What follows belongs to an exercise in optimizing a design on an open flow for small area; a production flow would make more cautious choices.
Only simulation tests tie the RTL to the original design; equivalence was not proved.

[design/flow/config.mk]
export PLATFORM = sky130hd
export DESIGN_NAME = arith_lite
export DESIGN_NICKNAME = arith_lite
export VERILOG_FILES = /design/flow/design.v
export SDC_FILE = /design/flow/constraint.sdc
export NUM_CORES = 4
export LEC_CHECK = 0
export CAP_MARGIN = 20
export CORE_MARGIN = 2
export CORE_UTILIZATION = 40
export SLEW_MARGIN = 20
[design/flow/constraint.sdc]
create_clock -name core_clock -period 7.5 [get_ports {clk_i}]
set_input_delay 1.5000 -clock core_clock [delete_from_list [all_inputs] [get_ports {clk_i}]]
set_output_delay 1.5000 -clock core_clock [all_outputs]
set_load 0.01 [all_outputs]
[design/flow/design.v]
module arith_lite(
   input logic clk_i,
   input logic rst_ni,
   input logic [31:0] inp_a,
   input logic [31:0] inp_b,
   input logic [1:0] op,
   output logic [31:0] sum_o,
   output logic [31:0] mult_o,
   output logic eq_o
);
   logic [1:0]  op_q;
   logic [2:0]  op_onehot;
   always_comb begin
      op_onehot = '0;
      for(int i=0; i<3; i++) begin
         if(op_q==i) begin
            op_onehot[i] = 1'b1;
         end
      end
   end
   logic [31:0] a_q, b_q;
   logic [31:0] sum_res, sum_q;
   logic [31:0] mul_res, mul_q;
   logic        eq_res, eq_q;
   assign sum_res = op_onehot[0] ? (a_q + b_q) : '0;
   assign mul_res = op_onehot[1] ? (a_q * b_q) : '0;
   assign eq_res  = op_onehot[2] ? (a_q == b_q) : 1'b0;   
   assign sum_o = sum_q;
   assign mult_o = mul_q;
   assign eq_o = eq_q;
   always_ff @(posedge clk_i, negedge rst_ni) begin
      if(~rst_ni) begin
         sum_q <= '0;
         mul_q <= '0;
         eq_q  <= '0;
         a_q   <= '0;
         b_q   <= '0;
         op_q  <= '0;
      end else begin
         sum_q <= sum_res;
         mul_q <= mul_res;
         eq_q  <= eq_res;
         op_q  <= op;
         a_q   <= inp_a;
         b_q   <= inp_b;
      end  
   end  
endmodule  
[design/flow/run.sh]
#!/bin/bash
# synth_recipe.tcl (not shown) runs the flow's synth.tcl, then flattens the netlist and writes it again
# the make line also repeats each setting of config.mk as NAME=value (left out here)
make -C /OpenROAD-flow-scripts/flow DESIGN_CONFIG=/design/flow/config.mk WORK_HOME=/design/flow/orfs CLKGATE_MAP_FILE= SYNTH_SCRIPT=/design/flow/synth_recipe.tcl finish
==> flow_metrics.env <==
export IMPL_h_tree_depth=4
export IMPL_grt_max_degree=76
export IMPL_crit_path_end="mul_q[28]$_DFF_PN0_"
export IMPL_fin_crit_sh_pct=97.0
export IMPL_cts_made_buffers=17
export IMPL_cp_max_fo=22
export IMPL_syn2layout_area_growth_pct=14.4
export IMPL_r2r_cells=20
export IMPL_cp_required_ns=7.86
export IMPL_rows=83
export IMPL_yosysWarnings=1
export IMPL_startpoint="b_q[7]$_DFF_PN0_"
export IMPL_die_w_um=232
export IMPL_timing_fmax_mhz=137
export IMPL_core_sq_um=51400
export IMPL_crit_path_start_kind="flop"
export IMPL_cts_tree="yes"
export IMPL_clockRootBuffer="clkbuf_16"
export IMPL_max_slew_margin_rel_pct=34.7
export IMPL_path_clk_slew_ns=0.08
export IMPL_grt_overflow_total=0
export IMPL_fin_crit_ns=7.28
export IMPL_status="timing/DRC/antenna clean"
export IMPL_drive_above_1_share_pct=5.09
export IMPL_nets=2899
export IMPL_num_vias=15025
export IMPL_r2r_end="mul_q[28]$_DFF_PN0_"
export IMPL_netlist_instances=2140
export IMPL_crit_type="flop to flop"
export IMPL_max_slew_worst_pin_slew_ns=0.979
export IMPL_cts_num_sinks=131
export IMPL_grt_use_total_pct=23.7
export IMPL_timing_hold_ws_ns=0.639
export IMPL_routed_wl_mm=60.1
export IMPL_routed_via_density=5.07
export IMPL_setup_viol=0
export IMPL_worstPathArrival_ns=7.64
export IMPL_synth_seq_area_share_pct=15.7
export IMPL_synth_edff_count=0
export IMPL_routabilityCongestion=0.927
export IMPL_worst_r2r_setup_slack_ns=0.22
export IMPL_port_buffers=132
export IMPL_drt_iter0_drc=922
export IMPL_die_h_um=232
export IMPL_first_global_vias=16701
export IMPL_first_pass_iters=5
export IMPL_rsz0062_at_grt="false"
export IMPL_synth_main_ff_cell="dfrtp_1"
export IMPL_grt_pass1_wl_mm=95.6
export IMPL_diodes=0
export IMPL_ant_nets=0
export IMPL_syn_num_nets=2771
export IMPL_max_cap_viol_count=0
export IMPL_io_pins=133
export IMPL_ys_ff_latch=131
export IMPL_finalClockSkew_ns=0.0212
export IMPL_worstSetupEndpointType="flop"
export IMPL_min_path_cells=3
export IMPL_cts_hold_buf=0
export IMPL_clk_path_buf_depth=2
export IMPL_r2r_start="b_q[7]$_DFF_PN0_"
export IMPL_wl_per_cell_um=20.3
export IMPL_clkLatencyLatePin_ns=0.50
export IMPL_antenna_found_initial=0
export IMPL_drc=0
export IMPL_syn_cell_area_sq_um=20800
export IMPL_hp_class="flop to flop"
export IMPL_slew_viol_final=0
export IMPL_fill_cells=4864
export IMPL_syn_area_per_cell_sq_um=9.74
export IMPL_hpwl_mm=48.8
export IMPL_synth_distinct_cells=60
export IMPL_start_util_pct=40.5
export IMPL_hold_violations=0
export IMPL_tns_ns=0
export IMPL_synth_async_reset_ratio_pct=100
export IMPL_die_area_sq_um=54000
==> cell families after synthesis <==
group / Yosys count / share of synthesized area (%)
mux: 2 / 0.0960
flops: 131 / 15.7
fa+ha+maj: 563 / 48.5
xor+xnor: 93 / 3.97
compound gates: 176 / 5.72
buf+inv: 476 / 8.59
simple gates: 699 / 17.4
==> state kept, by name, summed over array words and instances, names as in the netlist <==
register	flops
eq_q	1
op_q	2
mul_q	32
sum_q	32
b_q	32
a_q	32
==> critical path: stages (launching register included) <==
cell	delay (ns)
dfrtp_1	0.80
and2_1	0.24
fa_1	0.43
fa_1	0.49
fa_1	0.51
inv_1	0.05
fa_1	0.48
inv_1	0.06
fa_1	0.49
fa_1	0.56
fa_1	0.43
fa_1	0.45
ha_1	0.38
a21o_1	0.20
a21o_1	0.18
a21o_1	0.20
a2111oi_0	0.45
o211ai_1	0.26
a31oi_1	0.25
xor2_1	0.16
nor2_1	0.06
==> through the flow <==
stage          worst slack [ns]  area (sq um)  std cells  utilization, %
3_3_place_gp              0.263         23200       2929            45.2
4_1_cts                   0.144         23800       2961            46.4
6_report                  0.222         23800       2961            46.4
3_5_place_dp              0.131         23200       2929            45.2
5_1_grt                  0.0174         23800       2961            46.4
2_1_floorplan             0.761         20800       2140               -
==> cell usage in the layout, fill, tap and decap left out, types with 4 or more instances in the layout <==
cell type / count
a41oi_1: 4
o21ai_0: 26
ha_1: 154
clkdlybuf4s50_1: 131
or3_1: 6
and3_1: 8
a211oi_1: 8
nor2_1: 55
and2_1: 311
a21o_1: 32
nor3b_1: 5
clkinv_4: 4
nand3_1: 7
clkbuf_16: 17
o21a_1: 14
nor4_1: 9
fa_1: 409
nand4_1: 4
or2_2: 5
dfrtp_1: 129
o21ai_1: 7
nor2b_1: 7
nor3_1: 29
nand2_1: 238
inv_1: 386
xnor2_1: 61
o21bai_1: 5
a21oi_1: 43
o211ai_1: 4
xor2_1: 31
inv_6: 4
buf_4: 64
nand2b_1: 6
a31oi_1: 5
==> Yosys cell counts (7+ instances only) <==
cell type | number | area [sq um]
and2_1 | 311 | 1950
nor2b_1 | 7 | 43.8
clkbuf_1 | 86 | 323
fa_1 | 409 | 8190
nor3_1 | 30 | 150
xor2_1 | 31 | 272
nor4_1 | 9 | 56.3
nand3_1 | 7 | 35.0
o21ai_0 | 26 | 130
o21ai_1 | 7 | 35.0
a21oi_1 | 43 | 215
xnor2_1 | 61 | 534
and3_1 | 8 | 50.1
a21o_1 | 32 | 240
o21a_1 | 14 | 105
ha_1 | 154 | 1930
dfrtp_1 | 131 | 3280
a211oi_1 | 8 | 60.1
inv_1 | 386 | 1450
nor2_1 | 55 | 206
nand2_1 | 238 | 893
==> worst min path at each step <==
stage,to,start,slack [ns]
2_1_floorplan,mul_q[7]$_DFF_PN0_,op_q[1]$_DFF_PN0_,0.57
3_3_place_gp,sum_q[31]$_DFF_PN0_,a_q[31]$_DFF_PN0_,0.67
3_5_place_dp,sum_q[31]$_DFF_PN0_,a_q[31]$_DFF_PN0_,0.63
4_1_cts,sum_q[31]$_DFF_PN0_,a_q[31]$_DFF_PN0_,0.65
5_1_grt,sum_q[31]$_DFF_PN0_,a_q[31]$_DFF_PN0_,0.71
6_report,sum_q[31]$_DFF_PN0_,a_q[31]$_DFF_PN0_,0.64
==> layer usage <==
metal / wire length (um) / track usage (%) / part of all wire [%]
met5: 0 / 0 / 0
met4: 1850 / 8.13 / 3.1
met3: 3210 / 4.29 / 5.3
met2: 28100 / 38.4 / 47
met1: 26900 / 31.9 / 45
==> repair_timing <==
item | CTS | global route
setup endpoints to repair | 0 | 10
buffers inserted | 0 | 0
gates resized for setup | 0 | 3
==> final cells by class <==
cell class	count	area (sq um)	area share, %
Inverter	386	1450	6.08
Multi-Input combinational cell	1533	15800	66.2
Clock buffer	17	425	1.78
Clock inverter	15	195	0.819
Sequential cell	131	3280	13.8
Tap cell	680	851	3.57
Timing Repair Buffer	199	1860	7.81

[re-timing with driven ports]
The flow's constraints put no driver on any port. The routed layout listed below was extracted and timed again, unchanged, in two steps.
Step 1 assumes that a clkbuf_16 drives the clock port and a buf_2 every other input.
Step 2 moves the port delays by t, midway between the first and last clock arrival at a register: inputs arrive t later, outputs are due t later. That takes back most of the time a late clock gives input paths.
Slacks: ideal / step 1 / step 2; pairs: ideal / step 1.
t, ns: 0.540
setup WS [ns]: 0.222 / 0.222 / 0.222
worst hold slack (ns): 0.639 / 0.639 / 0.639
worst setup path after step 2: register to register
cell pins on the clock port's net: 1
After both steps this run still meets setup and hold. For this run, drivers alone change the setup slack by 0.000 ns; drivers and shift together by 0.000 ns.
